From an optimization exercise on the open Yosys and OpenROAD flow, aimed at small area; shortcuts taken in it are not production practice. In this exercise RTL edits were held to simulation tests only and were not proved equivalent to the original. Power is estimated from default activity; no workload was simulated.

[design.v]
module top2(i_iodat,o_iodat,o_ioaddr,clock,rst,memread,memwrite_cs);
	input clock,rst;
	input[31:0] i_iodat;
	output[31:0] o_iodat;
	output[31:0] o_ioaddr;
	output memread;
	output memwrite_cs;
	localparam OP_R=7'h33, OP_I=7'h13, OP_L=7'h03, OP_JALR=7'h67, OP_S=7'h23,
	           OP_B=7'h63, OP_LUI=7'h37, OP_AUIPC=7'h17, OP_JAL=7'h6F;
	reg[31:0] pc;		 
	reg       nop;		 
	reg[31:0] d_pc;
	reg[31:0] d_ins;
	reg[31:0] e_a;		 
	reg[31:0] e_b;		 
	reg[4:0]  e_rd;
	reg[2:0]  e_f3;
	reg[6:0]  e_f7;
	reg       e_alu, e_sub;
	reg       e_L, e_S, e_B, e_W;
	reg[1:0]  e_asel, e_bsel;
	reg[31:0] m_alu;
	reg[31:0] m_sd;		 
	reg[4:0]  m_rd;
	reg[2:0]  m_f3;
	reg       m_L, m_S, m_B, m_W;
	reg[31:0] w_data;
	reg[4:0]  w_rd;
	reg       w_wr, w_fwd;
	reg[31:0] rf[0:31];
	reg[31:0] vld;
	wire bus = m_L|m_S;
	assign memwrite_cs = m_S;
	assign memread = ~m_S;
	assign o_iodat = m_sd;
	assign o_ioaddr = bus ? m_alu : pc;
	reg[31:0] ld;
	always @(*) begin
		case(m_f3)
			3'h2: ld = i_iodat;
			3'h1: ld = {{16{i_iodat[15]}},i_iodat[15:0]};
			3'h0: ld = {{24{i_iodat[7]}},i_iodat[7:0]};
			3'h5: ld = {16'h0,i_iodat[15:0]};
			3'h4: ld = {24'h0,i_iodat[7:0]};
			default: ld = 32'h0;
		endcase
	end
	wire ldzero = (ld==32'h0);
	wire[31:0] ins = i_iodat;
	wire[6:0] f_op = ins[6:0];
	wire f_jal = (f_op==OP_JAL);
	wire f_auipc = (f_op==OP_AUIPC);
	wire skip = f_jal|f_auipc;
	wire[31:0] skip_addr = f_jal ? {{12{ins[31]}},ins[19:12],ins[20],ins[30:21],1'b0}
	                             : {ins[31:12],12'h0};
	wire[6:0] d_op = d_ins[6:0];
	wire[4:0] d_rd = d_ins[11:7];
	wire[2:0] d_f3 = d_ins[14:12];
	wire[4:0] d_rs1 = d_ins[19:15];
	wire[4:0] d_rs2 = d_ins[24:20];
	wire[6:0] d_f7 = d_ins[31:25];
	wire d_isR = (d_op==OP_R);
	wire d_isI = (d_op==OP_I);
	wire d_isL = (d_op==OP_L);
	wire d_isS = (d_op==OP_S);
	wire d_isB = (d_op==OP_B);
	wire d_isJALR = (d_op==OP_JALR);
	wire d_isJAL = (d_op==OP_JAL);
	wire d_isLUI = (d_op==OP_LUI);
	wire d_isAUIPC = (d_op==OP_AUIPC);
	localparam[223:0] RK = {7'h27,7'h77,7'h75,7'h12,7'h66,7'h65,7'h56,7'h57,
	                        7'h45,7'h54,7'h44,7'h34,7'h43,7'h33,7'h30,7'h03,
	                        7'h13,7'h10,7'h20,7'h50,7'h05,7'h02,7'h01,7'h55,
	                        7'h22,7'h11,7'h25,7'h15,7'h20,7'h01,7'h02,7'h00};
	wire wt1 = w_wr & (w_rd==d_rs1);
	wire wt2 = w_wr & (w_rd==d_rs2);
	reg[31:0] sv1, sk1, sv2, sk2;
	integer ri;
	always @(*) begin
		for(ri=0; ri<32; ri=ri+1) begin
			sv1[ri] = (d_rs1==ri) & ~wt1 & vld[ri];
			sk1[ri] = (d_rs1==ri) & ~wt1 & ~vld[ri];
			sv2[ri] = (d_rs2==ri) & ~wt2 & vld[ri];
			sk2[ri] = (d_rs2==ri) & ~wt2 & ~vld[ri];
		end
	end
	reg[6:0] kd1, kd2;
	integer kb, ki;
	always @(*) begin
		for(kb=0; kb<7; kb=kb+1) begin
			kd1[kb] = 1'b0; kd2[kb] = 1'b0;
			for(ki=0; ki<32; ki=ki+1) if(RK[ki*7+kb]) begin
				kd1[kb] = kd1[kb] | sk1[ki];
				kd2[kb] = kd2[kb] | sk2[ki];
			end
		end
	end
	wire[32:0] s1x = {wt1, sv1};
	wire[32:0] s2x = {wt2, sv2};
	wire[31:0] rd1, rd2;
	genvar gb, gk;
	generate for(gb=0; gb<32; gb=gb+1) begin: rdb
		wire[32:0] dx = {w_data[gb], rf[31][gb], rf[30][gb], rf[29][gb], rf[28][gb], rf[27][gb], rf[26][gb],
		                 rf[25][gb], rf[24][gb], rf[23][gb], rf[22][gb], rf[21][gb], rf[20][gb], rf[19][gb],
		                 rf[18][gb], rf[17][gb], rf[16][gb], rf[15][gb], rf[14][gb], rf[13][gb], rf[12][gb],
		                 rf[11][gb], rf[10][gb], rf[9][gb], rf[8][gb], rf[7][gb], rf[6][gb], rf[5][gb],
		                 rf[4][gb], rf[3][gb], rf[2][gb], rf[1][gb], rf[0][gb]};
		wire[10:0] y1, y2;
		for(gk=0; gk<11; gk=gk+1) begin: grp
			rf_aoi u1(.a1(s1x[3*gk]), .a2(dx[3*gk]), .b1(s1x[3*gk+1]), .b2(dx[3*gk+1]),
			          .c1(s1x[3*gk+2]), .c2(dx[3*gk+2]), .y(y1[gk]));
			rf_aoi u2(.a1(s2x[3*gk]), .a2(dx[3*gk]), .b1(s2x[3*gk+1]), .b2(dx[3*gk+1]),
			          .c1(s2x[3*gk+2]), .c2(dx[3*gk+2]), .y(y2[gk]));
		end
		if(gb<7) begin: k
			assign rd1[gb] = ~&y1 | kd1[gb];
			assign rd2[gb] = ~&y2 | kd2[gb];
		end else begin: nk
			assign rd1[gb] = ~&y1;
			assign rd2[gb] = ~&y2;
		end
	end endgenerate
	wire ex_risk = d_isB & ~(e_S|e_B);
	wire mem_risk = d_isB & ~(m_S|m_B);
	wire wb_risk = d_isB & w_fwd;
	wire[31:0] aludat;
	reg[31:0] v1, v2;
	always @(*) begin
		if(ex_risk && e_rd==d_rs1 && e_rd!=0 && !e_L) v1 = aludat;
		else if(mem_risk && m_rd!=0 && e_rd!=d_rs1 && !m_L && m_rd==d_rs1) v1 = m_alu;
		else if(wb_risk && w_rd!=0 && e_rd!=d_rs1 && m_rd!=d_rs1 && w_rd==d_rs1) v1 = w_data;
		else v1 = rd1;
	end
	always @(*) begin
		if(ex_risk && e_rd==d_rs2 && e_rd!=0 && !e_L) v2 = aludat;
		else if(mem_risk && m_rd!=0 && e_rd!=d_rs2 && !m_L && m_rd==d_rs2) v2 = m_alu;
		else if(wb_risk && w_rd!=0 && e_rd!=d_rs2 && m_rd!=d_rs2 && w_rd==d_rs2) v2 = w_data;
		else v2 = rd2;
	end
	wire jrb = d_isB & ((e_L & (e_rd==d_rs1 || e_rd==d_rs2)) |
	                    (~e_L & m_L & (m_rd==d_rs1 || m_rd==d_rs2)));
	wire beq = (v1==v2);
	wire blt31 = (v1[30:0] < v2[30:0]);
	wire blt = (v1[31]^v2[31]) ? v2[31] : blt31;
	reg bcond;
	always @(*) begin
		case(d_f3)
			3'h0: bcond = beq;
			3'h1: bcond = ~beq;
			3'h4: bcond = blt;
			3'h5: bcond = ~blt;
			3'h6: bcond = blt31;
			3'h7: bcond = ~blt31;
			default: bcond = 1'b0;
		endcase
	end
	wire jump = ~jrb & (d_isJALR | (d_isB & bcond));
	wire[13:0] jimm = (d_isJALR ? {{2{d_ins[31]}},d_ins[31:20]}
	                            : {d_ins[31],d_ins[31],d_ins[7],d_ins[30:25],d_ins[11:8],1'b0}) - 14'd4;
	wire lwb = d_isL & (f_op!=OP_B) & (d_rd==ins[19:15] || d_rd==ins[24:20]);
	wire stall = bus | lwb | jrb;
	wire jr = d_isJALR & ~skip;
	wire c0 = jr & rd1[0] & jimm[0];
	wire[31:0] px = skip ? skip_addr : {{18{jimm[13]}},jimm[13:1],c0};
	wire[31:0] py = jr ? {rd1[31:1],c0} : 32'h0;
	wire[31:0] cs_s = pc ^ px ^ py;
	wire[31:0] cs_c = (pc & px) | (pc & py) | (px & py);
	wire[31:0] pc_x = cs_s + {cs_c[30:0],1'b0};
	wire[31:0] pc_4 = pc + 32'h4;
	wire[31:0] pc_nx = (skip|jump) ? pc_x : pc_4;
	always @(posedge clock or negedge rst) begin
		if(!rst) begin
			pc <= 32'h4;
			nop <= 1'b0;
		end else begin
			nop <= m_L & ldzero;
			if(stall) begin
				if(jrb) pc <= d_pc;
			end else
				pc <= pc_nx;
		end
	end
	wire flush = nop | bus | lwb | jump | jrb;
	always @(posedge clock or negedge rst) begin
		if(!rst)
			d_ins <= 32'h0;
		else if(flush)
			d_ins <= 32'h0;
		else
			d_ins <= ins;
	end
	always @(posedge clock) begin
		d_pc <= pc;
	end
	wire d_pcrel = d_isJAL|d_isJALR|d_isAUIPC;
	wire d_noA = d_pcrel|d_isLUI;
	wire e_fw3 = ~(e_S|e_B|e_L);
	wire m_fw2 = ~(m_S|m_B);
	wire[1:0] n_asel = d_noA ? 2'h0 :
	                   (e_fw3 && e_rd==d_rs1 && e_rd!=0) ? 2'h1 :
	                   (m_fw2 && m_rd!=0 && m_rd==d_rs1 && e_rd!=d_rs1) ? 2'h2 : 2'h0;
	wire[1:0] n_bsel = ~d_isR ? 2'h0 :
	                   (e_fw3 && e_rd==d_rs2 && e_rd!=0) ? 2'h1 :
	                   (m_fw2 && m_rd!=0 && m_rd==d_rs2 && e_rd!=d_rs2) ? 2'h2 : 2'h0;
	reg[31:0] n_b;
	always @(*) begin
		case(d_op)
			OP_R, OP_S: n_b = rd2;
			OP_L: n_b = {{20{d_ins[31]}},d_ins[31:20]};
			OP_I: n_b = (d_f3==3'h1 || d_f3==3'h5) ? {27'h0,d_rs2} : {20'h0,d_ins[31:20]};
			OP_JAL, OP_JALR: n_b = 32'h4;
			OP_LUI, OP_AUIPC: n_b = {d_ins[31:12],12'h0};
			default: n_b = 32'h0;
		endcase
	end
	always @(posedge clock or negedge rst) begin
		if(!rst) begin
			e_rd <= 5'h0;
			e_L <= 1'b0; e_S <= 1'b0; e_B <= 1'b0; e_W <= 1'b0;
		end else begin
			e_rd <= d_rd;
			e_L <= d_isL; e_S <= d_isS; e_B <= d_isB; e_W <= (d_op!=7'h0) & ~d_isS & ~d_isB;
		end
	end
	always @(posedge clock) begin
		e_a <= d_isLUI ? 32'h0 : d_pcrel ? d_pc : rd1;
		e_b <= n_b;
		e_f3 <= d_f3; e_f7 <= d_f7;
		e_alu <= d_isR|d_isI;
		e_sub <= d_isR & (d_f3==3'h0) & (d_f7==7'h20);
		e_asel <= n_asel; e_bsel <= n_bsel;
	end
	wire[31:0] A = e_asel==2'h1 ? m_alu : e_asel==2'h2 ? w_data : e_a;
	wire[31:0] B = e_bsel==2'h1 ? m_alu : e_bsel==2'h2 ? w_data :
	               e_S ? {{20{e_f7[6]}},e_f7,e_rd} : e_b;
	wire[2:0] op3 = e_alu ? e_f3 : 3'h0;
	wire inv = (op3==3'h0) ? e_sub : (op3==3'h2 || op3==3'h3);
	wire[31:0] Bx = B ^ {32{inv}};
	wire[31:0] ag = A & Bx;
	wire[31:0] ap = A ^ Bx;
	reg[31:0] aG, aP;
	integer al, aj;
	always @(*) begin
		aG = ag; aP = ap;
		aG[0] = ag[0] | (ap[0] & inv);
		for(al=1; al<=5; al=al+1)
			for(aj=(1<<al)-1; aj<32; aj=aj+(1<<al)) begin
				aG[aj] = aG[aj] | (aP[aj] & aG[aj-(1<<(al-1))]);
				aP[aj] = aP[aj] & aP[aj-(1<<(al-1))];
			end
		for(al=4; al>0; al=al-1)
			for(aj=(1<<al)+(1<<(al-1))-1; aj<32; aj=aj+(1<<al)) begin
				aG[aj] = aG[aj] | (aP[aj] & aG[aj-(1<<(al-1))]);
				aP[aj] = aP[aj] & aP[aj-(1<<(al-1))];
			end
	end
	wire[31:0] sum = ap ^ {aG[30:0],inv};
	wire cout = aG[31];
	function [31:0] rev(input[31:0] x);
		integer k;
		for(k=0; k<32; k=k+1) rev[k] = x[31-k];
	endfunction
	wire left = ~op3[2];
	wire[31:0] shr = (left ? rev(A) : A) >> B[4:0];
	wire[31:0] shl = rev(shr);
	reg[31:0] alu_r;
	always @(*) begin
		case(op3)
			3'h0: alu_r = sum;
			3'h1: alu_r = shl;
			3'h2, 3'h3: alu_r = {31'h0,~cout};
			3'h4: alu_r = ap;
			3'h5: alu_r = shr;
			3'h6: alu_r = ap | ag;
			default: alu_r = ag;
		endcase
	end
	assign aludat = alu_r;
	reg[31:0] sd;
	always @(*) begin
		case(e_f3)
			3'h0: sd = {24'h0,e_b[7:0]};
			3'h1: sd = {16'h0,e_b[15:0]};
			3'h2: sd = e_b;
			default: sd = 32'h0;
		endcase
	end
	always @(posedge clock or negedge rst) begin
		if(!rst) begin
			m_sd <= 32'h0; m_rd <= 5'h0;
			m_L <= 1'b0; m_S <= 1'b0; m_B <= 1'b0; m_W <= 1'b0;
		end else begin
			m_sd <= e_S ? sd : 32'h0;
			m_rd <= e_rd;
			m_L <= e_L; m_S <= e_S; m_B <= e_B; m_W <= e_W;
		end
	end
	always @(posedge clock) begin
		m_alu <= aludat;
		m_f3 <= e_f3;
	end
	always @(posedge clock or negedge rst) begin
		if(!rst) begin
			w_rd <= 5'h0; w_wr <= 1'b0; w_fwd <= 1'b0;
		end else begin
			w_rd <= m_rd;
			w_wr <= m_W;
			w_fwd <= ~(m_S|m_B);
		end
	end
	always @(posedge clock) begin
		w_data <= m_L ? ld : m_alu;
	end
	always @(posedge clock or negedge rst) begin
		if(!rst) vld <= 32'h0;
		else if(w_wr) vld[w_rd] <= 1'b1;
	end
	always @(posedge clock) begin
		if(w_wr) rf[w_rd] <= w_data;
	end
endmodule
module rf_aoi(input a1, input a2, input b1, input b2, input c1, input c2, output y);
	assign y = ~((a1&a2)|(b1&b2)|(c1&c2));
endmodule
[constraint.sdc]
create_clock -name core_clock -period 15.0 [get_ports {clock}]
set_input_delay 3.0000 -clock core_clock [delete_from_list [all_inputs] [get_ports {clock}]]
set_output_delay 3.0000 -clock core_clock [all_outputs]
set_load 0.01 [all_outputs]
[run.sh]
#!/bin/bash
# synth_recipe.tcl (not shown) runs the flow's synth.tcl, then flattens the netlist and writes it again
# the make line also repeats each setting of config.mk as NAME=value (left out here)
make -C /OpenROAD-flow-scripts/flow DESIGN_CONFIG=/design/flow/config.mk WORK_HOME=/design/flow/orfs CLKGATE_MAP_FILE= SYNTH_SCRIPT=/design/flow/synth_recipe.tcl finish
[config.mk]
export PLATFORM = sky130hd
export DESIGN_NAME = top2
export DESIGN_NICKNAME = top2
export VERILOG_FILES = /design/flow/design.v
export SDC_FILE = /design/flow/constraint.sdc
export NUM_CORES = 4
export LEC_CHECK = 0
export CAP_MARGIN = 20
export CORE_MARGIN = 2
export CORE_UTILIZATION = 40
export CTS_CLUSTER_DIAMETER = 80
export CTS_CLUSTER_SIZE = 25
export SLEW_MARGIN = 20
export SYNTH_HIERARCHICAL = 1
==> results.ini, run 1 <==
[clock_tree]
cts_setup_buffers=0
cts_tree=done
clkTransAtPathRegs_ns=0.10
cts_root_buf=clkbuf_16
holdBufCountCts=0
clock_latency_ns=0.79
htree_levels=3
cts_resized=0
clockBufferDepth=3
cts_buffers=78
cts_sinks=1357

[floorplan]
rows=149
start_util_pct=40.27
core_sq_um=165000
ios=100
die-area_sq_um=169400
fp.dieH_um=411.6
die_x_um=411.6

[routing]
avgRoutedWirePerCell_um=40.05
drc_errors=0
antenna_left=0
wirelength_mm=316.4
avgViaCountPerCell=7.219
drt_iter0_drc=13620
vias=57040
drt_first_pass_iters=31

[timing]
relSlewSlack_pct=14.07
post-route-period-util_pct=73.50
slew_viol_final=0
clock.fmax_mhz=90.70
tightest_slew_ns=1.278
setup_viol=0
fin_skew_ns=0.1216
hold_violations=0
period_minus_slack_ns=11.03
worst_slack_ns=3.975
tns_ns=0
rsz0062_at_grt=no

[run_status]
outcome=no timing/DRC/antenna violations

[synth]
syn_inst=5484
async_flop_share_pct=11.35
avgSynthCellArea_sq_um=12.12
synth_edf_count=1024
ys_warn_count=7
yosysSeqAreaShare_pct=57.47
synth_area_sq_um=66450
yosys_most_used_dff=edfxtp_1
syn_nets=5698
synth.distinct_cells=95
ys_ff_latch=1357

[power]
seqPwrFrac_pct=46.9
comb_power_share_pct=31.2
clkPwrFrac_pct=21.9
p_switching_w=0.004495
peakVddDrop_mv=0.1122
pwr_density_cell_nw_per_um2=152.4
swShare_pct=39.80
p_leak_nw=26.31
intPower_w=0.006798

[min_path]
whs_path_depth=0
min_to=w_wr
hold_path.class=reg2reg
hold_start=m_W

[worst_setup_path]
rrSetupSlack_ns=3.97
reg2reg_from=e_bsel[1]
cpMaxStageDelayCell=and3_1
r2r_cells=37
cpPeakStageDelay_ns=0.86
path_class=reg2reg
crit_fanout=22
worstPathRequired_ns=15.64
start_kind=register
worstPathArrival_ns=11.66
end_kind=register
r2r-end=pc[30]

[global_route]
grt.total_usage_pct=36.15
grt_pass1_vias=52010
gr-total-overflow=0
grt_max_degree=70
grt_pass1_wl_mm=428.4
antenna_found_initial=27

[job]
drv_cap=0

[placed_design]
dpl.hpwl_mm=212.2
place.gp.congestion=1.032
pre_cts_ws_ns=4.075
io_buffers=99
post_dp_cell_area_sq_um=71420

[finish]
n_fill_cell=15050
fin_util_pct=44.92
drive_above_1_share_pct=9.049
area_growth_pct=11.54
fin_area_sq_um=74110
final_nets=5866
largest_reg_flops=1024
top_register=rf

[cells in the mapped netlist, drive strengths merged (10+ instances only)]
library cell | count | area share, %
a211oi | 46 | 0.53
buf | 45 | 0.36
and2 | 83 | 0.78
o21a | 21 | 0.24
fa | 48 | 1.4
a21oi | 256 | 1.9
nand2 | 351 | 2.0
a221o | 10 | 0.15
o211ai | 34 | 0.39
or3b | 34 | 0.45
mux2 | 34 | 0.58
dfxtp | 179 | 5.4
nor2b | 27 | 0.25
xor2 | 48 | 0.66
a22oi | 38 | 0.43
a31oi | 24 | 0.25
nor2 | 391 | 2.2
nor3b | 13 | 0.15
o31ai | 18 | 0.20
and3 | 82 | 0.77
or2 | 11 | 0.10
nand3 | 98 | 0.74
or4 | 10 | 0.11
dfrtp | 153 | 5.8
a222oi | 704 | 11
or3 | 16 | 0.15
nor3 | 137 | 1.0
nand4 | 173 | 1.6
o22ai | 73 | 0.69
xnor2 | 94 | 1.2
nor4 | 24 | 0.23
ha | 132 | 2.5
o21ai | 254 | 1.9
edfxtp | 1024 | 46
o221ai | 46 | 0.62
nand2b | 71 | 0.67
a21o | 59 | 0.67
clkbuf | 187 | 1.1
mux2i | 116 | 1.7
inv | 182 | 1.0
[metal layers]
metal	vias to the layer above	wire, um	track usage, %	share of wire, %
li1	23030	-	-	-
met1	28480	120400	49.91	38
met2	4748	127100	49.67	40
met3	746	48310	11.96	15
met4	32	20370	19.89	6.4
met5	-	208	0	0.066
[final cells by class]
| class | instances | area, sq um | share of cell area [%] |
|---|---|---|---|
| antenna | 10 | 25.02 | 0.03376 |
| clock buffer | 91 | 2106 | 2.841 |
| clock inverter | 39 | 529.3 | 0.7141 |
| inverter | 182 | 683.2 | 0.9218 |
| multi-input combinational | 3713 | 27160 | 36.65 |
| sequential | 1357 | 38200 | 51.54 |
| tap | 2189 | 2739 | 3.696 |
| timing repair buffer | 320 | 2675 | 3.609 |
[modules after synthesis, one instance, submodules excluded]
module,cells inside,cell area (sq um),flops+latches,copies in the design
rf_aoi,1,10.01,0,704
top2,4780,59400,1357,1
[worst max path at each step]
stage	from	to	slack [ns]
2_1_floorplan	w_data[0]	pc[9]	5.83
3_5_place_dp	e_bsel[1]	pc[30]	4.07
6_report	e_bsel[1]	pc[30]	3.97
5_1_grt	e_bsel[1]	pc[30]	3.42
3_3_place_gp	e_bsel[1]	d_ins[17]	4.05
4_1_cts	e_bsel[1]	pc[30]	4.13
[power groups by stage]
stage	Clock [W]	Sequential, W	Combinational (W)
CTS	0.00248	0.00523	0.00337
detailed placement	0	0.00531	0.00336
global placement	0	0.00532	0.00334
floorplan	0	0.00514	0.00159
finish	0.00248	0.00530	0.00352
global route	0.00261	0.00528	0.00364
[cell families after synthesis]
kind of cell / Yosys count / share of synthesized area, %
buffers and inverters: 414 / 2.444
AOI/OAI and AO/OA: 1684 / 20.03
muxes: 157 / 2.561
xor gates and xnor gates: 142 / 1.900
adders and majority gates: 180 / 3.932
and+or+nand+nor: 1550 / 11.67
DFF: 1357 / 57.47
[critical path: cells and delay by family (launching register included)]
family          cells  cell delay, ns
compound gates     20            4.70
fa+ha+maj           3            1.15
buf+inv             1            0.54
flops               1            0.83
simple gates       12            3.54
xor+xnor            1            0.20
[cell usage in the layout, fill, tap and decap left out, types with 48 or more instances in the layout]
cell             count
xnor2_1             94
and3_1              76
and2_1              82
ha_1               132
a21oi_1            255
edfxtp_1          1024
fa_1                48
nor3_1             112
nand2_1            347
clkdlybuf4s50_1     98
buf_4              219
dfrtp_1            153
nand3_1             97
mux2i_1            113
nand2b_1            71
a21o_1              59
o22ai_1             73
inv_1              178
o21ai_0            243
dfxtp_1            172
a222oi_1           704
nand4_1            173
nor2_1             350
clkbuf_16           82
[stage by stage]
step / hold slack, ns / std cells / power [W]
6_report: 0.3583 / 7901 / 0.01129
5_1_grt: 0.3737 / 7893 / 0.01153
3_5_place_dp: 0.3364 / 7760 / 0.008671
4_1_cts: 0.3586 / 7890 / 0.01108
3_3_place_gp: 0.3389 / 7758 / 0.008654
2_1_floorplan: 0.3312 / 5484 / 0.006726
==> run 2, diff against run 1 <==
--- a/design.v
+++ b/design.v
@@ -19,5 +19,4 @@
 	reg       e_alu, e_sub;
 	reg       e_L, e_S, e_B, e_W;
-	reg[1:0]  e_asel, e_bsel;
 	reg[31:0] m_alu;
 	reg[31:0] m_sd;		 
@@ -73,14 +72,31 @@
 	                        7'h13,7'h10,7'h20,7'h50,7'h05,7'h02,7'h01,7'h55,
 	                        7'h22,7'h11,7'h25,7'h15,7'h20,7'h01,7'h02,7'h00};
+	wire d_noA = d_isJAL|d_isJALR|d_isAUIPC|d_isLUI;
+	wire en1 = d_isB | ~d_noA;
+	wire en2 = d_isB | d_isR;
+	wire e_fw3 = ~(e_S|e_B|e_L);
+	wire m_fw2 = ~(m_S|m_B);
+	wire c1a = en1 & e_fw3 & (e_rd==d_rs1) & (e_rd!=5'h0);
+	wire c2a = en1 & ~c1a & m_fw2 & (m_rd!=5'h0) & (m_rd==d_rs1) & (e_rd!=d_rs1);
+	wire c3a = d_isB & ~c1a & ~c2a & w_fwd & (w_rd!=5'h0) & (e_rd!=d_rs1) & (m_rd!=d_rs1) & (w_rd==d_rs1);
+	wire c1b = en2 & e_fw3 & (e_rd==d_rs2) & (e_rd!=5'h0);
+	wire c2b = en2 & ~c1b & m_fw2 & (m_rd!=5'h0) & (m_rd==d_rs2) & (e_rd!=d_rs2);
+	wire c3b = d_isB & ~c1b & ~c2b & w_fwd & (w_rd!=5'h0) & (e_rd!=d_rs2) & (m_rd!=d_rs2) & (w_rd==d_rs2);
+	wire fex1 = c1a, fmem1 = c2a & ~m_L, fld1 = c2a & m_L & ~d_isB;
+	wire fex2 = c1b, fmem2 = c2b & ~m_L, fld2 = c2b & m_L & ~d_isB;
+	wire any1 = c1a | c2a | c3a;
+	wire any2 = c1b | c2b | c3b;
 	wire wt1 = w_wr & (w_rd==d_rs1);
 	wire wt2 = w_wr & (w_rd==d_rs2);
+	wire sw1 = (wt1 & ~any1) | c3a;
+	wire sw2 = (wt2 & ~any2) | c3b;
 	reg[31:0] sv1, sk1, sv2, sk2;
 	integer ri;
 	always @(*) begin
 		for(ri=0; ri<32; ri=ri+1) begin
-			sv1[ri] = (d_rs1==ri) & ~wt1 & vld[ri];
-			sk1[ri] = (d_rs1==ri) & ~wt1 & ~vld[ri];
-			sv2[ri] = (d_rs2==ri) & ~wt2 & vld[ri];
-			sk2[ri] = (d_rs2==ri) & ~wt2 & ~vld[ri];
+			sv1[ri] = (d_rs1==ri) & ~wt1 & ~any1 & vld[ri];
+			sk1[ri] = (d_rs1==ri) & ~wt1 & ~any1 & ~vld[ri];
+			sv2[ri] = (d_rs2==ri) & ~wt2 & ~any2 & vld[ri];
+			sk2[ri] = (d_rs2==ri) & ~wt2 & ~any2 & ~vld[ri];
 		end
 	end
@@ -96,16 +112,18 @@
 		end
 	end
-	wire[32:0] s1x = {wt1, sv1};
-	wire[32:0] s2x = {wt2, sv2};
+	wire[31:0] aludat;
+	wire[35:0] s1x = {fld1, fmem1, fex1, sw1, sv1};
+	wire[35:0] s2x = {fld2, fmem2, fex2, sw2, sv2};
 	wire[31:0] rd1, rd2;
 	genvar gb, gk;
 	generate for(gb=0; gb<32; gb=gb+1) begin: rdb
-		wire[32:0] dx = {w_data[gb], rf[31][gb], rf[30][gb], rf[29][gb], rf[28][gb], rf[27][gb], rf[26][gb],
+		wire[35:0] dx = {ld[gb], m_alu[gb], aludat[gb], w_data[gb],
+		                 rf[31][gb], rf[30][gb], rf[29][gb], rf[28][gb], rf[27][gb], rf[26][gb],
 		                 rf[25][gb], rf[24][gb], rf[23][gb], rf[22][gb], rf[21][gb], rf[20][gb], rf[19][gb],
 		                 rf[18][gb], rf[17][gb], rf[16][gb], rf[15][gb], rf[14][gb], rf[13][gb], rf[12][gb],
 		                 rf[11][gb], rf[10][gb], rf[9][gb], rf[8][gb], rf[7][gb], rf[6][gb], rf[5][gb],
 		                 rf[4][gb], rf[3][gb], rf[2][gb], rf[1][gb], rf[0][gb]};
-		wire[10:0] y1, y2;
-		for(gk=0; gk<11; gk=gk+1) begin: grp
+		wire[11:0] y1, y2;
+		for(gk=0; gk<12; gk=gk+1) begin: grp
 			rf_aoi u1(.a1(s1x[3*gk]), .a2(dx[3*gk]), .b1(s1x[3*gk+1]), .b2(dx[3*gk+1]),
 			          .c1(s1x[3*gk+2]), .c2(dx[3*gk+2]), .y(y1[gk]));
@@ -121,21 +139,6 @@
 		end
 	end endgenerate
-	wire ex_risk = d_isB & ~(e_S|e_B);
-	wire mem_risk = d_isB & ~(m_S|m_B);
-	wire wb_risk = d_isB & w_fwd;
-	wire[31:0] aludat;
-	reg[31:0] v1, v2;
-	always @(*) begin
-		if(ex_risk && e_rd==d_rs1 && e_rd!=0 && !e_L) v1 = aludat;
-		else if(mem_risk && m_rd!=0 && e_rd!=d_rs1 && !m_L && m_rd==d_rs1) v1 = m_alu;
-		else if(wb_risk && w_rd!=0 && e_rd!=d_rs1 && m_rd!=d_rs1 && w_rd==d_rs1) v1 = w_data;
-		else v1 = rd1;
-	end
-	always @(*) begin
-		if(ex_risk && e_rd==d_rs2 && e_rd!=0 && !e_L) v2 = aludat;
-		else if(mem_risk && m_rd!=0 && e_rd!=d_rs2 && !m_L && m_rd==d_rs2) v2 = m_alu;
-		else if(wb_risk && w_rd!=0 && e_rd!=d_rs2 && m_rd!=d_rs2 && w_rd==d_rs2) v2 = w_data;
-		else v2 = rd2;
-	end
+	wire[31:0] v1 = rd1;
+	wire[31:0] v2 = rd2;
 	wire jrb = d_isB & ((e_L & (e_rd==d_rs1 || e_rd==d_rs2)) |
 	                    (~e_L & m_L & (m_rd==d_rs1 || m_rd==d_rs2)));
@@ -167,5 +170,13 @@
 	wire[31:0] cs_c = (pc & px) | (pc & py) | (px & py);
 	wire[31:0] pc_x = cs_s + {cs_c[30:0],1'b0};
-	wire[31:0] pc_4 = pc + 32'h4;
+	wire[31:0] pc_4;
+	wire[32:0] ic;
+	assign ic[2] = 1'b1;
+	assign pc_4[1:0] = pc[1:0];
+	genvar ii;
+	generate for(ii=2; ii<32; ii=ii+1) begin: inc
+		assign pc_4[ii] = pc[ii] ^ ic[ii];
+		assign ic[ii+1] = pc[ii] & ic[ii];
+	end endgenerate
 	wire[31:0] pc_nx = (skip|jump) ? pc_x : pc_4;
 	always @(posedge clock or negedge rst) begin
@@ -184,9 +195,12 @@
 	always @(posedge clock or negedge rst) begin
 		if(!rst)
-			d_ins <= 32'h0;
+			{d_ins[11:0]} <= 12'h0;
 		else if(flush)
-			d_ins <= 32'h0;
+			{d_ins[11:0]} <= 12'h0;
 		else
-			d_ins <= ins;
+			{d_ins[11:0]} <= ins[11:0];
+	end
+	always @(posedge clock) begin
+		d_ins[31:12] <= ins[31:12];
 	end
 	always @(posedge clock) begin
@@ -194,13 +208,4 @@
 	end
 	wire d_pcrel = d_isJAL|d_isJALR|d_isAUIPC;
-	wire d_noA = d_pcrel|d_isLUI;
-	wire e_fw3 = ~(e_S|e_B|e_L);
-	wire m_fw2 = ~(m_S|m_B);
-	wire[1:0] n_asel = d_noA ? 2'h0 :
-	                   (e_fw3 && e_rd==d_rs1 && e_rd!=0) ? 2'h1 :
-	                   (m_fw2 && m_rd!=0 && m_rd==d_rs1 && e_rd!=d_rs1) ? 2'h2 : 2'h0;
-	wire[1:0] n_bsel = ~d_isR ? 2'h0 :
-	                   (e_fw3 && e_rd==d_rs2 && e_rd!=0) ? 2'h1 :
-	                   (m_fw2 && m_rd!=0 && m_rd==d_rs2 && e_rd!=d_rs2) ? 2'h2 : 2'h0;
 	reg[31:0] n_b;
 	always @(*) begin
@@ -229,9 +234,7 @@
 		e_alu <= d_isR|d_isI;
 		e_sub <= d_isR & (d_f3==3'h0) & (d_f7==7'h20);
-		e_asel <= n_asel; e_bsel <= n_bsel;
 	end
-	wire[31:0] A = e_asel==2'h1 ? m_alu : e_asel==2'h2 ? w_data : e_a;
-	wire[31:0] B = e_bsel==2'h1 ? m_alu : e_bsel==2'h2 ? w_data :
-	               e_S ? {{20{e_f7[6]}},e_f7,e_rd} : e_b;
+	wire[31:0] A = e_a;
+	wire[31:0] B = e_S ? {{20{e_f7[6]}},e_f7,e_rd} : e_b;
 	wire[2:0] op3 = e_alu ? e_f3 : 3'h0;
 	wire inv = (op3==3'h0) ? e_sub : (op3==3'h2 || op3==3'h3);
==> results.ini, run 2 <==
[synth]
ys_warn_count=7  ; unchanged
synth_area_sq_um=63360  ; -4.6%
synth_edf_count=1024  ; unchanged
avgSynthCellArea_sq_um=13.38  ; +10%
async_flop_share_pct=9.904  ; -1.4 points
post-synth-top-count-cell=edfxtp_1
yosysSeqAreaShare_pct=59.99  ; +2.5 points
synthDominantCellAreaShare_pct=48.53  ; +2.3 points
yosys_most_used_dff=edfxtp_1
syn_nets=4977  ; -13%
synth.distinct_cells=89  ; -6.3%
syn_inst=4735  ; -14%
synth_area_leaders=edfxtp_1, a222oi_1, dfxtp_1
ys_ff_latch=1353  ; -0.29%
synth_common_cells=edfxtp_1, a222oi_1, nor2_1
yosys.area.top_type=edfxtp_1

[finish]
area_growth_pct=11.98
final_nets=5218  ; -11%
fin_area_sq_um=70950  ; -4.3%
n_fill_cell=14310  ; -4.9%
mostFrequentLayoutCell=edfxtp_1
top_register=rf
largest_reg_flops=1024  ; unchanged
drive_above_1_share_pct=10.31  ; +1.3 points
mostFrequentLayoutCells=edfxtp_1, a222oi_1, nor2_1, nand4_1, buf_4
multiInputGateArea_sq_um=24620  ; -9.3%
seq_area_sq_um=38010  ; -0.48%

[worst_setup_path]
end_kind=register
path_class=reg2reg
cp_common_cell=o21ai_0
cpPeakStageDelay_ns=0.78  ; -0.08 ns
cpLargestDelayFamily=compound AO/OA/AOI/OAI gates
cp.buffers_inverters=5  ; +4
r2r-end=pc[29]
worstPathArrival_ns=11.82  ; +0.16 ns
r2r_cells=35  ; -5.4%
cpMaxStageDelayCell=a221oi_1
start_kind=register
rrSetupSlack_ns=3.78  ; -0.19 ns
crit_fanout=35  ; +59%
reg2reg_from=e_S
worstPathRequired_ns=15.60  ; -0.04 ns
cp.depth=35  ; -5.4%

[floorplan]
rows=146  ; -2.0%
die_x_um=402.0  ; -2.3%
core_sq_um=157800  ; -4.3%
fp.dieH_um=402.0  ; -2.3%
start_util_pct=40.14  ; -0.13 points
ios=100  ; unchanged
die-area_sq_um=161600  ; -4.6%

[clock_tree]
clockBufferDepth=3  ; unchanged
cts_tree=done
cts_sinks=1353  ; -0.29%
htree_levels=3  ; unchanged
holdBufCountCts=0  ; unchanged
cts_resized=0  ; unchanged
clkTransAtPathRegs_ns=0.09  ; about the same
cts_setup_buffers=0  ; unchanged
cts_root_buf=clkbuf_16
clock_latency_ns=0.75  ; -0.04 ns
cts_buffers=77  ; -1.3%

[timing]
rsz0062_at_grt=no
fin_skew_ns=0.06187  ; -0.05970 ns
tightest_slew_ns=1.295  ; +0.01667 ns
clock.fmax_mhz=89.14  ; -1.7%
hold_violations=0  ; unchanged
worst_slack_ns=3.781  ; -0.1932 ns
slew_viol_final=0  ; unchanged
period_minus_slack_ns=11.22  ; +0.1932 ns
post-route-period-util_pct=74.79  ; +1.3 points
setup_viol=0  ; unchanged
tns_ns=0  ; unchanged
relSlewSlack_pct=13.68  ; -0.38 points

[min_path]
whs_path_depth=0  ; unchanged
hold_start=e_W
min_to=m_W
hold_path.class=reg2reg

[routing]
drt_iter0_drc=13230  ; -2.9%
drt_first_pass_iters=14  ; -55%
wirelength_mm=286.8  ; -9.4%
vias=52540  ; -7.9%
avgRoutedWirePerCell_um=40.35  ; +0.76%
antenna_left=0  ; unchanged
avgViaCountPerCell=7.391  ; +2.4%
drc_errors=0  ; unchanged

[global_route]
grt_pass1_wl_mm=391.3  ; -8.7%
grt_pass1_vias=49130  ; -5.5%
grt_max_degree=74  ; +5.7%
antenna_found_initial=15  ; -44%
gr-total-overflow=0  ; unchanged
grt.total_usage_pct=34.17  ; -2.0 points

[power]
peakVddDrop_mv=0.08815  ; -21%
pwr_density_cell_nw_per_um2=143.6  ; -5.8%
p_leak_nw=24.68  ; -6.2%

[placed_design]
pre_cts_ws_ns=4.238  ; +0.1635 ns
io_buffers=99  ; unchanged
dpl.hpwl_mm=183.4  ; -14%
place.gp.congestion=0.9945  ; -3.6%
post_dp_cell_area_sq_um=68320  ; -4.3%

[job]
drv_cap=0  ; unchanged

[run_status]
outcome=no timing/DRC/antenna violations

run 2: cell types whose count changed after synthesis, moves of 63 or more:
cell	change
clkbuf_1	-66
o21ai_0	-135
a222oi_1	+65
a21oi_1	-63
nor2_1	-67
nand2_1	-186
run 2: worst reg2reg max path: cells and delay by family, from the launching register on:
family | cells | cell delay (ns)
AO/OA/AOI/OAI | 18 | 5.81
XOR/XNOR | 2 | 0.42
adder cells (fa/ha/maj) | 3 | 1.08
buffers and inverters | 5 | 1.49
flip-flops | 1 | 0.33
multiplexers | 1 | 0.33
AND/OR/NAND/NOR | 6 | 1.64
run 2: cell type report:
class,instances,area share [%]
flip-flops and latches,1353,53.58
clock inverters,41,0.7707
well taps,2072,3.654
repair buffers,304,3.564
diodes,4,0.01411
clock buffers,94,2.878
inverters,159,0.8412
multi-input cells,3081,34.70
run 2: per-module statistics from Yosys (local to each module, per instance):
module  times used  cell area [sq um]  flip-flops and latches  cells
top2             1              55670                    1353   3967
rf_aoi         768              10.01                       0      1
run 2: how the worst max path moves through the flow:
stage                       start  slack [ns]      to
after global placement    e_f3[1]        4.25  pc[29]
final                         e_S        3.78  pc[29]
after floorplan           e_f3[0]        7.01  pc[11]
after CTS                     e_S        4.16  pc[29]
after global routing          e_S        3.37  pc[29]
after detailed placement      e_S        4.24  pc[29]
run 2: power breakdown:
part	switching, W	internal (W)	leakage, nW
Sequential	0.000491	0.00461	12.6
Clock	0.00139	0.00108	1.25
Combinational	0.00176	0.000852	10.8
run 2: kinds of logic after synthesis:
logic type / count (synthesis) / synth area share (%)
fa+ha+maj: 208 / 4.676
simple gates: 1122 / 8.991
xor+xnor: 127 / 1.756
compound gates: 1437 / 19.06
mux: 187 / 3.665
flops: 1353 / 59.99
buf+inv: 301 / 1.868
run 2: metal layers:
metal / vias up / GRT usage [%] / share of wire (%)
met4: 10 / 20.43 / 7.3
met3: 827 / 11.09 / 15
met2: 4674 / 50.49 / 43
met5: - / 0.02974 / 0.021
li1: 20800 / - / -
met1: 26230 / 43.72 / 35
run 2: through the flow:
step           cells  power, W  utilization (%)  hold WS (ns)
3_5_place_dp    6967  0.007654            43.29        0.3395
6_report        7108   0.01019            44.95        0.3618
2_1_floorplan   4735  0.006329                -        0.3290
3_3_place_gp    6962  0.007627            43.26        0.3347
5_1_grt         7104   0.01047            44.95        0.3737
4_1_cts         7102   0.01006            44.93        0.3603
==> run 3, diff against run 2 <==
--- a/design.v
+++ b/design.v
@@ -10,5 +10,4 @@
 	reg[31:0] pc;		 
 	reg       nop;		 
-	reg[31:0] d_pc;
 	reg[31:0] d_ins;
 	reg[31:0] e_a;		 
@@ -159,11 +158,12 @@
 	end
 	wire jump = ~jrb & (d_isJALR | (d_isB & bcond));
-	wire[13:0] jimm = (d_isJALR ? {{2{d_ins[31]}},d_ins[31:20]}
-	                            : {d_ins[31],d_ins[31],d_ins[7],d_ins[30:25],d_ins[11:8],1'b0}) - 14'd4;
+	wire[21:0] jimm = (d_isJALR ? {{10{d_ins[31]}},d_ins[31:20]} :
+	                   d_isJAL ? {d_ins[31],d_ins[31],d_ins[19:12],d_ins[20],d_ins[30:21],1'b0} :
+	                   {{10{d_ins[31]}},d_ins[7],d_ins[30:25],d_ins[11:8],1'b0}) - 22'd4;
 	wire lwb = d_isL & (f_op!=OP_B) & (d_rd==ins[19:15] || d_rd==ins[24:20]);
 	wire stall = bus | lwb | jrb;
 	wire jr = d_isJALR & ~skip;
 	wire c0 = jr & rd1[0] & jimm[0];
-	wire[31:0] px = skip ? skip_addr : {{18{jimm[13]}},jimm[13:1],c0};
+	wire[31:0] px = jrb ? 32'hfffffffc : skip ? skip_addr : {{10{jimm[21]}},jimm[21:1],c0};
 	wire[31:0] py = jr ? {rd1[31:1],c0} : 32'h0;
 	wire[31:0] cs_s = pc ^ px ^ py;
@@ -187,5 +187,5 @@
 			nop <= m_L & ldzero;
 			if(stall) begin
-				if(jrb) pc <= d_pc;
+				if(jrb) pc <= pc_x;
 			end else
 				pc <= pc_nx;
@@ -204,7 +204,4 @@
 		d_ins[31:12] <= ins[31:12];
 	end
-	always @(posedge clock) begin
-		d_pc <= pc;
-	end
 	wire d_pcrel = d_isJAL|d_isJALR|d_isAUIPC;
 	reg[31:0] n_b;
@@ -214,6 +211,6 @@
 			OP_L: n_b = {{20{d_ins[31]}},d_ins[31:20]};
 			OP_I: n_b = (d_f3==3'h1 || d_f3==3'h5) ? {27'h0,d_rs2} : {20'h0,d_ins[31:20]};
-			OP_JAL, OP_JALR: n_b = 32'h4;
-			OP_LUI, OP_AUIPC: n_b = {d_ins[31:12],12'h0};
+			OP_JAL: n_b = {{10{jimm[21]}},jimm};
+			OP_LUI: n_b = {d_ins[31:12],12'h0};
 			default: n_b = 32'h0;
 		endcase
@@ -229,9 +226,9 @@
 	end
 	always @(posedge clock) begin
-		e_a <= d_isLUI ? 32'h0 : d_pcrel ? d_pc : rd1;
+		e_a <= d_isLUI ? 32'h0 : d_pcrel ? pc : rd1;
 		e_b <= n_b;
 		e_f3 <= d_f3; e_f7 <= d_f7;
 		e_alu <= d_isR|d_isI;
-		e_sub <= d_isR & (d_f3==3'h0) & (d_f7==7'h20);
+		e_sub <= (d_isR & (d_f3==3'h0) & (d_f7==7'h20)) | d_isJAL;
 	end
 	wire[31:0] A = e_a;
@@ -265,5 +262,20 @@
 	endfunction
 	wire left = ~op3[2];
-	wire[31:0] shr = (left ? rev(A) : A) >> B[4:0];
+	wire[31:0] ra = rev(A);
+	wire[31:0] s0n, s1, s2n, s3, s4n, shr;
+	genvar si;
+	generate for(si=0; si<32; si=si+1) begin: shf
+		sh_mx2i m0(.a0(A[si]), .a1(ra[si]), .s(left), .yn(s0n[si]));
+		if(si+1<32) begin: t1 sh_mx2i m(.a0(s0n[si]), .a1(s0n[si+1]), .s(B[0]), .yn(s1[si])); end
+		else begin: f1 assign s1[si] = ~(s0n[si] | B[0]); end
+		if(si+2<32) begin: t2 sh_mx2i m(.a0(s1[si]), .a1(s1[si+2]), .s(B[1]), .yn(s2n[si])); end
+		else begin: f2 assign s2n[si] = ~(s1[si] & ~B[1]); end
+		if(si+4<32) begin: t3 sh_mx2i m(.a0(s2n[si]), .a1(s2n[si+4]), .s(B[2]), .yn(s3[si])); end
+		else begin: f3 assign s3[si] = ~(s2n[si] | B[2]); end
+		if(si+8<32) begin: t4 sh_mx2i m(.a0(s3[si]), .a1(s3[si+8]), .s(B[3]), .yn(s4n[si])); end
+		else begin: f4 assign s4n[si] = ~(s3[si] & ~B[3]); end
+		if(si+16<32) begin: t5 sh_mx2i m(.a0(s4n[si]), .a1(s4n[si+16]), .s(B[4]), .yn(shr[si])); end
+		else begin: f5 assign shr[si] = ~(s4n[si] | B[4]); end
+	end endgenerate
 	wire[31:0] shl = rev(shr);
 	reg[31:0] alu_r;
@@ -319,7 +331,21 @@
 		else if(w_wr) vld[w_rd] <= 1'b1;
 	end
-	always @(posedge clock) begin
-		if(w_wr) rf[w_rd] <= w_data;
-	end
+	wire[31:0] we, wen;
+	genvar wi, wb;
+	generate for(wi=0; wi<32; wi=wi+1) begin: wr
+		assign we[wi] = w_wr & (w_rd==wi);
+		assign wen[wi] = ~we[wi];
+		wire[31:0] nx;
+		for(wb=0; wb<32; wb=wb+1) begin: b
+			rf_hold h(.we(we[wi]), .d(w_data[wb]), .wen(wen[wi]), .q(rf[wi][wb]), .y(nx[wb]));
+		end
+		always @(posedge clock) rf[wi] <= nx;
+	end endgenerate
+endmodule
+module sh_mx2i(input a0, input a1, input s, output yn);
+	assign yn = ~(s ? a1 : a0);
+endmodule
+module rf_hold(input we, input d, input wen, input q, output y);
+	assign y = (we & d) | (wen & q);
 endmodule
 module rf_aoi(input a1, input a2, input b1, input b2, input c1, input c2, output y);
==> results.ini, run 3 <==
[synth]
ys_ff_latch=1321  ; -2.4%
syn_inst=5813  ; +23%
async_flop_share_pct=10.14  ; +0.24 points
synth_compound_area_share_pct=33.87  ; +15 points
synth.area.mux_share_pct=4.114  ; +0.45 points
post-synth-top-count-cell=dfxtp_1
synth_area_leaders=dfxtp_1, a22o_1, a222oi_1
syn_nets=6055  ; +22%
avgSynthCellArea_sq_um=10.66  ; -20%
synth.distinct_cells=93  ; +4.5%
yosysSeqAreaShare_pct=43.78  ; -16 points
ys_warn_count=9  ; +2
synth_top_family_by_area=compound AO/OA/AOI/OAI gates
synthDominantCellAreaShare_pct=38.36  ; -10 points
synth_common_cells=dfxtp_1, a22o_1, a222oi_1
synth_edf_count=0  ; -100%
synth_xor_area_share_pct=1.790  ; +0.034 points
yosys_most_used_dff=dfxtp_1
synth_fa_ha_area_share_pct=4.783  ; +0.11 points
synth-simple-area-share_pct=9.295  ; +0.30 points
synth_area_sq_um=61940  ; -2.2%
yosys.area.top_type=dfxtp_1

[global_route]
grt_pass1_vias=55950  ; +14%
grt_pass1_wl_mm=453.3  ; +16%
grt_max_degree=72  ; -2.7%
antenna_found_initial=37  ; +22
gr-total-overflow=0  ; unchanged
grt.total_usage_pct=39.81  ; +5.6 points

[worst_setup_path]
crit_fanout=34  ; -2.9%
start_kind=register
end_kind=register
worstPathRequired_ns=15.67  ; +0.07 ns
r2r_cells=35  ; unchanged
path_class=reg2reg
cpMaxStageDelayCell=nor3_1
worstPathArrival_ns=12.52  ; +0.70 ns
cp_common_cell=a21oi_1
cpPeakStageDelay_ns=0.99  ; +0.21 ns

[clock_tree]
clock_latency_ns=0.78  ; +0.03 ns
cts_resized=0  ; unchanged
cts_tree=done
cts_sinks=1321  ; -2.4%
clkTransAtPathRegs_ns=0.09  ; about the same
clockBufferDepth=3  ; unchanged
cts_buffers=86  ; +12%
holdBufCountCts=0  ; unchanged
cts_root_buf=clkbuf_16
htree_levels=3  ; unchanged
cts_setup_buffers=0  ; unchanged

[floorplan]
fp.dieH_um=397.5  ; -1.1%
die_x_um=397.5  ; -1.1%
die-area_sq_um=158000  ; -2.2%
start_util_pct=40.26  ; +0.11 points
ios=100  ; unchanged
core_sq_um=153900  ; -2.5%
rows=144  ; -1.4%

[finish]
mostFrequentLayoutCells=dfxtp_1, a22o_1, a222oi_1, nor2_1, buf_4
stdcell_count=8196  ; +15%
fin_util_pct=45.42  ; +0.46 points
final_nets=6328  ; +21%
top_register=rf
drive_above_1_share_pct=8.611  ; -1.7 points
largest_reg_flops=1024  ; unchanged
n_fill_cell=14580  ; +1.9%
mostFrequentLayoutCell=dfxtp_1
multiInputGateArea_sq_um=33590  ; +36%
seq_area_sq_um=27120  ; -29%
area_growth_pct=12.81

[timing]
fin_skew_ns=0.05813  ; -0.003736 ns
tightest_slew_ns=1.268  ; -0.02638 ns
relSlewSlack_pct=14.79  ; +1.1 points
period_minus_slack_ns=11.86  ; +0.6376 ns
whs_ns=0.3569  ; -0.004834 ns
post-route-period-util_pct=79.04  ; +4.3 points
slew_viol_final=0  ; unchanged
clock.fmax_mhz=84.34  ; -5.4%
hold_violations=0  ; unchanged
tns_ns=0  ; unchanged
setup_viol=0  ; unchanged
worst_slack_ns=3.144  ; -0.6376 ns
rsz0062_at_grt=no

[job]
drv_cap=0  ; unchanged

[placed_design]
dp.cells=8037  ; +15%
place.gp.congestion=1.050  ; +5.6%
pre_cts_ws_ns=3.803  ; -0.4347 ns
io_buffers=99  ; unchanged
dpl.hpwl_mm=218.6  ; +19%

[routing]
drt_iter0_drc=17350  ; +31%
drc_errors=0  ; unchanged
drt_first_pass_iters=13  ; -1
wirelength_mm=330.8  ; +15%
avgRoutedWirePerCell_um=40.36  ; about the same
vias=62910  ; +20%
antenna_left=0  ; unchanged
avgViaCountPerCell=7.676  ; +3.9%

[power]
pwr_density_cell_nw_per_um2=151.3  ; +5.4%
peakVddDrop_mv=0.1043  ; +18%
p_leak_nw=27.36  ; +11%

[min_path]
hold_path.class=reg2reg
whs_path_depth=0  ; unchanged

[run_status]
outcome=no timing/DRC/antenna violations

==> run 3: cell types whose count changed after synthesis, moves of 80 or more <==
cell | previous run | this run
a22o_1 | 8 | 1025
dfxtp_1 | 195 | 1187
edfxtp_1 | 1024 | 0
inv_1 | 159 | 241
mux2i_1 | 101 | 198
nor2_1 | 324 | 244
==> run 3: area by class of cell <==
class	instances	share of cell area [%]
flip-flops and latches	1321	38.81
diodes	9	0.03223
well taps	2044	3.660
clock buffers	92	3.171
repair buffers	329	3.887
inverters	242	1.300
clock inverters	53	1.071
multi-input cells	4106	48.07
==> run 3: Yosys stat by module (local to each module, per instance) <==
| module | area (sq um) | flops+latches | copies in the design |
|---|---|---|---|
| sh_mx2i | 10.01 | 0 | 161 |
| rf_aoi | 10.01 | 0 | 768 |
| rf_hold | 8.758 | 0 | 1024 |
| top2 | 43680 | 1321 | 1 |
==> run 3: cells by family (layout without fill, tap and decap cells) <==
| kind of cell | Yosys count | count (layout) |
|---|---|---|
| AND/OR/NAND/NOR | 1098 | 1098 |
| multiplexers | 248 | 248 |
| other | 0 | 9 |
| buffers and inverters | 386 | 716 |
| adder cells (fa/ha/maj) | 208 | 208 |
| AO/OA/AOI/OAI | 2427 | 2427 |
| XOR/XNOR | 125 | 125 |
| flip-flops | 1321 | 1321 |
==> run 3: path summary, 6_finish.rpt <==
kind	endpoint	start	slack (ns)
setup / recovery	pc[26]	e_f3[0]	3.14
hold / removal	w_wr	m_W	0.36
setup reg to reg	pc[26]	e_f3[0]	3.14
hold reg to reg	w_wr	m_W	0.36
max in group asynchronous	m_sd[25]	rst	11.23
min in group asynchronous	vld[23]	rst	2.26
==> run 3: worst max-delay path: cells and delay by family, from the launching register on <==
kind	cells	cell delay, ns
AOI/OAI and AO/OA	21	5.38
xor gates and xnor gates	1	0.20
adders and majority gates	3	1.36
buffers and inverters	5	2.18
DFF	1	0.32
and+or+nand+nor	5	2.28
==> run 3: through the flow <==
| stage | power, W | instance area [sq um] |
|---|---|---|
| after floorplan | 0.006461 | 61940 |
| after global placement | 0.007696 | 66820 |
| after detailed placement | 0.007730 | 66840 |
| after CTS | 0.01038 | 69800 |
| after global routing | 0.01089 | 69860 |
| final | 0.01057 | 69880 |
==> run 3: report_power, final <==
part	switching (W)	internal, W
clock network	0.00151	0.00121
logic	0.00174	0.00113
registers	0.000769	0.00422
total	0.00402	0.00656
==> run 3: routing by layer <==
metal / GRT usage, % / routed length, um / up-vias / part of all wire [%]
met5: 0 / 119 / - / 0.036
met2: 53.97 / 127700 / 5708 / 39
met1: 54.58 / 128600 / 31070 / 39
met4: 20.12 / 21490 / 20 / 6.5
li1: - / - / 25190 / -
met3: 14.98 / 52930 / 920 / 16
==> run 4, diff against run 3 <==
--- a/design.v
+++ b/design.v
@@ -163,11 +163,30 @@
 	wire lwb = d_isL & (f_op!=OP_B) & (d_rd==ins[19:15] || d_rd==ins[24:20]);
 	wire stall = bus | lwb | jrb;
-	wire jr = d_isJALR & ~skip;
+	wire hold = bus | lwb;
+	wire jr = d_isJALR & ~skip & ~hold;
 	wire c0 = jr & rd1[0] & jimm[0];
-	wire[31:0] px = jrb ? 32'hfffffffc : skip ? skip_addr : {{10{jimm[21]}},jimm[21:1],c0};
+	wire[31:0] px = jrb ? 32'hfffffffc : hold ? 32'h0 :
+	                skip ? skip_addr : {{10{jimm[21]}},jimm[21:1],c0};
 	wire[31:0] py = jr ? {rd1[31:1],c0} : 32'h0;
 	wire[31:0] cs_s = pc ^ px ^ py;
 	wire[31:0] cs_c = (pc & px) | (pc & py) | (px & py);
-	wire[31:0] pc_x = cs_s + {cs_c[30:0],1'b0};
+	wire[31:0] xa = cs_s, xb = {cs_c[30:0],1'b0};
+	wire[31:0] xg = xa & xb, xp = xa ^ xb;
+	reg[31:0] xG, xP;
+	integer xl, xj;
+	always @(*) begin
+		xG = xg; xP = xp;
+		for(xl=1; xl<=5; xl=xl+1)
+			for(xj=(1<<xl)-1; xj<32; xj=xj+(1<<xl)) begin
+				xG[xj] = xG[xj] | (xP[xj] & xG[xj-(1<<(xl-1))]);
+				xP[xj] = xP[xj] & xP[xj-(1<<(xl-1))];
+			end
+		for(xl=4; xl>0; xl=xl-1)
+			for(xj=(1<<xl)+(1<<(xl-1))-1; xj<32; xj=xj+(1<<xl)) begin
+				xG[xj] = xG[xj] | (xP[xj] & xG[xj-(1<<(xl-1))]);
+				xP[xj] = xP[xj] & xP[xj-(1<<(xl-1))];
+			end
+	end
+	wire[31:0] pc_x = xp ^ {xG[30:0],1'b0};
 	wire[31:0] pc_4;
 	wire[32:0] ic;
@@ -179,5 +198,5 @@
 		assign ic[ii+1] = pc[ii] & ic[ii];
 	end endgenerate
-	wire[31:0] pc_nx = (skip|jump) ? pc_x : pc_4;
+	wire[31:0] pc_nx = (stall|skip|jump) ? pc_x : pc_4;
 	always @(posedge clock or negedge rst) begin
 		if(!rst) begin
@@ -186,8 +205,5 @@
 		end else begin
 			nop <= m_L & ldzero;
-			if(stall) begin
-				if(jrb) pc <= pc_x;
-			end else
-				pc <= pc_nx;
+			pc <= pc_nx;
 		end
 	end
--- a/config.mk
+++ b/config.mk
@@ -6,9 +6,9 @@
 export NUM_CORES = 4
 export LEC_CHECK = 0
-export CAP_MARGIN = 20
+export CAP_MARGIN = 5
 export CORE_MARGIN = 2
-export CORE_UTILIZATION = 40
+export CORE_UTILIZATION = 55
 export CTS_CLUSTER_DIAMETER = 80
 export CTS_CLUSTER_SIZE = 25
-export SLEW_MARGIN = 20
+export SLEW_MARGIN = 5
 export SYNTH_HIERARCHICAL = 1
==> results.ini, run 4 <==
[run_status]
outcome=complete, but fails checks
failed_checks=max-capacitance violations, max-slew violations

[timing]
setup_viol=0  ; unchanged
whs_ns=0.3595  ; +0.002600 ns
clock.fmax_mhz=88.07  ; +4.4%
rsz0062_at_grt=no
fin_skew_ns=0.04422  ; -0.01391 ns
relSlewSlack_pct=-2.274  ; -17 points
tightest_slew_ns=1.522  ; +0.2540 ns
tns_ns=0  ; unchanged
slew_viol_final=2  ; +2
post-route-period-util_pct=75.70  ; -3.3 points
worst_slack_ns=3.646  ; +0.5020 ns
hold_violations=0  ; unchanged
period_minus_slack_ns=11.35  ; -0.5020 ns

[worst_setup_path]
path_class=reg2reg
start_kind=register
worstPathArrival_ns=11.91  ; -0.61 ns
end_kind=register
cpPeakStageDelay_ns=0.86  ; -0.13 ns
crit_fanout=31  ; -8.8%
cpMaxStageDelayCell=dfrtp_1
worstPathRequired_ns=15.56  ; -0.11 ns
cpLargestDelayFamily=compound AO/OA/AOI/OAI gates
cp.buffers_inverters=3  ; -2

[placed_design]
pre_cts_ws_ns=4.030  ; +0.2269 ns
place.gp.congestion=1.055  ; +0.52%
io_buffers=99  ; unchanged
dpl.hpwl_mm=200.9  ; -8.1%
dp.cells=7396  ; -8.0%

[finish]
top_register=rf
final_nets=6235  ; -1.5%
largest_reg_flops=1024  ; unchanged
mostFrequentLayoutCells=dfxtp_1, a22o_1, a222oi_1, buf_4, nor2_1
mostFrequentLayoutCell=dfxtp_1
area_growth_pct=10.24
drive_above_1_share_pct=8.503  ; -0.11 points
stdcell_count=7493  ; -8.6%
fin_util_pct=61.28  ; +16 points
n_fill_cell=9549  ; -35%
seq_area_sq_um=27120  ; about the same
multiInputGateArea_sq_um=33480  ; -0.34%

[synth]
syn_inst=5714  ; -1.7%
ys_ff_latch=1321  ; unchanged
synth.distinct_cells=84  ; -9.7%
yosys_most_used_dff=dfxtp_1
post-synth-top-count-cell=dfxtp_1
avgSynthCellArea_sq_um=10.78  ; +1.2%
ys_warn_count=9  ; unchanged
synth_common_cells=dfxtp_1, a22o_1, a222oi_1
yosys.area.top_type=dfxtp_1
yosysSeqAreaShare_pct=44.02  ; +0.24 points
synth_edf_count=0  ; unchanged
async_flop_share_pct=10.14  ; unchanged
synthDominantCellAreaShare_pct=38.57  ; +0.21 points
synth_area_leaders=dfxtp_1, a22o_1, a222oi_1
syn_nets=5972  ; -1.4%
synth_area_sq_um=61600  ; -0.55%

[clock_tree]
clockBufferDepth=3  ; unchanged
cts_tree=done
cts_resized=0  ; unchanged
cts_sinks=1321  ; unchanged
cts_root_buf=clkbuf_16
clkTransAtPathRegs_ns=0.10  ; about the same
clock_latency_ns=0.72  ; -0.06 ns
cts_buffers=67  ; -22%
htree_levels=3  ; unchanged
holdBufCountCts=0  ; unchanged
cts_setup_buffers=0  ; unchanged

[global_route]
grt_max_degree=87  ; +21%
gr-total-overflow=0  ; unchanged
antenna_found_initial=20  ; -46%
grt_pass1_vias=57050  ; +2.0%
grt_pass1_wl_mm=426.9  ; -5.8%
grt.total_usage_pct=50.39  ; +11 points

[routing]
wirelength_mm=305.5  ; -7.6%
drt_first_pass_iters=17  ; +4
drc_errors=0  ; unchanged
vias=62730  ; -0.29%
avgViaCountPerCell=8.372  ; +9.1%
drt_iter0_drc=17640  ; +1.7%
avgRoutedWirePerCell_um=40.77  ; +1.0%
antenna_left=0  ; unchanged

[floorplan]
die-area_sq_um=114700  ; -27%
ios=100  ; unchanged
die_x_um=338.7  ; -15%
rows=122  ; -15%
fp.dieH_um=338.7  ; -15%
start_util_pct=55.59  ; +15 points
core_sq_um=110800  ; -28%

[job]
drv_cap=2  ; +2

[min_path]
hold_path.class=reg2reg

[power]
pwr_density_cell_nw_per_um2=144.7  ; -4.3%
p_leak_nw=26.85  ; -1.9%
peakVddDrop_mv=0.1183  ; +13%

-- run 4: cell types whose count changed after synthesis, sizes merged, moves of 10 or more --
cell / previous run / this run
mux2: 50 / 89
a221oi: 16 / 6
a21oi: 173 / 143
a221o: 22 / 5
nand2: 184 / 204
fa: 48 / 62
and3: 85 / 62
or3: 31 / 12
mux2i: 198 / 187
inv: 241 / 174
-- run 4: final timing paths --
check | slack (ns) | start | end | depth (start not counted)
min in group asynchronous | 2.35 | rst | w_rd[1] | 1
worst max register to register | 3.65 | e_S | pc[31] | 36
worst max-delay path | 3.65 | e_S | pc[31] | 36
max in group asynchronous | 11.32 | rst | m_sd[25] | 2
worst min register to register | 0.36 | e_W | m_W | 0
worst min-delay path | 0.36 | e_W | m_W | 0
-- run 4: final cells by class --
class | count | area share (%)
sequential | 1321 | 39.93
tap | 1488 | 2.741
multi-input combinational | 4071 | 49.29
clock buffer | 74 | 2.614
timing repair buffer | 339 | 4.114
clock inverter | 16 | 0.3021
inverter | 177 | 0.9783
antenna | 7 | 0.02579
-- run 4: layer usage --
| metal | global-route usage (%) | share of wire (%) | vias up | wire [um] |
|---|---|---|---|---|
| li1 | - | - | 24720 | - |
| met1 | 64.02 | 35 | 30410 | 107900 |
| met2 | 68.07 | 39 | 6199 | 118200 |
| met3 | 23.35 | 18 | 1356 | 53800 |
| met4 | 32.09 | 8.1 | 44 | 24690 |
| met5 | 2.708 | 0.30 | - | 909 |
-- run 4: Yosys stat by module (local to each module, per instance) --
module	copies in the design	flip-flops and latches	cells	area, sq um
rf_aoi	768	0	1	10.01
rf_hold	1024	0	1	8.758
sh_mx2i	161	0	1	10.01
top2	1	1321	3761	43340
-- run 4: per-stage QoR --
step,instance area (sq um),total power (W)
floorplan,61600,0.006384
global placement,65920,0.007496
detailed placement,65920,0.007551
CTS,67900,0.009620
global route,67900,0.01010
finish,67920,0.009830
-- run 4: kinds of logic after synthesis --
| group | count (synthesis) | share of synthesized area, % |
|---|---|---|
| compound gates | 2367 | 33.29 |
| flops | 1321 | 44.02 |
| simple gates | 1084 | 9.020 |
| buf+inv | 322 | 1.992 |
| mux | 276 | 4.671 |
| fa+ha+maj | 224 | 5.305 |
| xor+xnor | 120 | 1.706 |
-- run 4: power by group --
group	internal, W	total (W)	leakage [nW]	switching [W]
clock network	0.000879	0.00214	0.978	0.00126
registers	0.00425	0.00498	11.3	0.000733
logic	0.00109	0.00271	14.5	0.00162
total	0.00622	0.00983	26.8	0.00361

## afterwards: timing with drivers on the ports
How much do the figures lean on ideal ports? The routed layouts below were timed once more, with nothing changed but the port constraints.
Step 1, drivers: a clkbuf_16 drives clock and a buf_2 each remaining input, both assumed.
Step 2 times the ports against the registers' clock, not the clock port: input delays grow and output delays shrink by t, the midpoint of the rising clock arrivals with the driver on.
a / b / c = ideal ports / drivers / drivers and shift; a / b = the first two.
| run | t, ns | setup WS [ns] | hold slack, ns | latest minus earliest clock arrival (ns) | worst data-port slew with drivers (ns) |
|---|---|---|---|---|---|
| run 1 | 0.811 | 3.975 / 3.975 / 3.975 | 0.358 / 0.358 / 0.358 | 0.133 / 0.133 | 0.06 |
| run 2 | 0.803 | 3.781 / 3.781 / 3.781 | 0.362 / 0.362 / 0.362 | 0.062 / 0.062 | 0.04 |
| run 3 | 0.831 | 3.144 / 3.144 / 3.144 | 0.357 / 0.357 / 0.357 | 0.059 / 0.059 | 0.04 |
| run 4 | 0.780 | 3.646 / 3.646 / 3.646 | 0.360 / 0.360 / 0.360 | 0.044 / 0.045 | 0.05 |
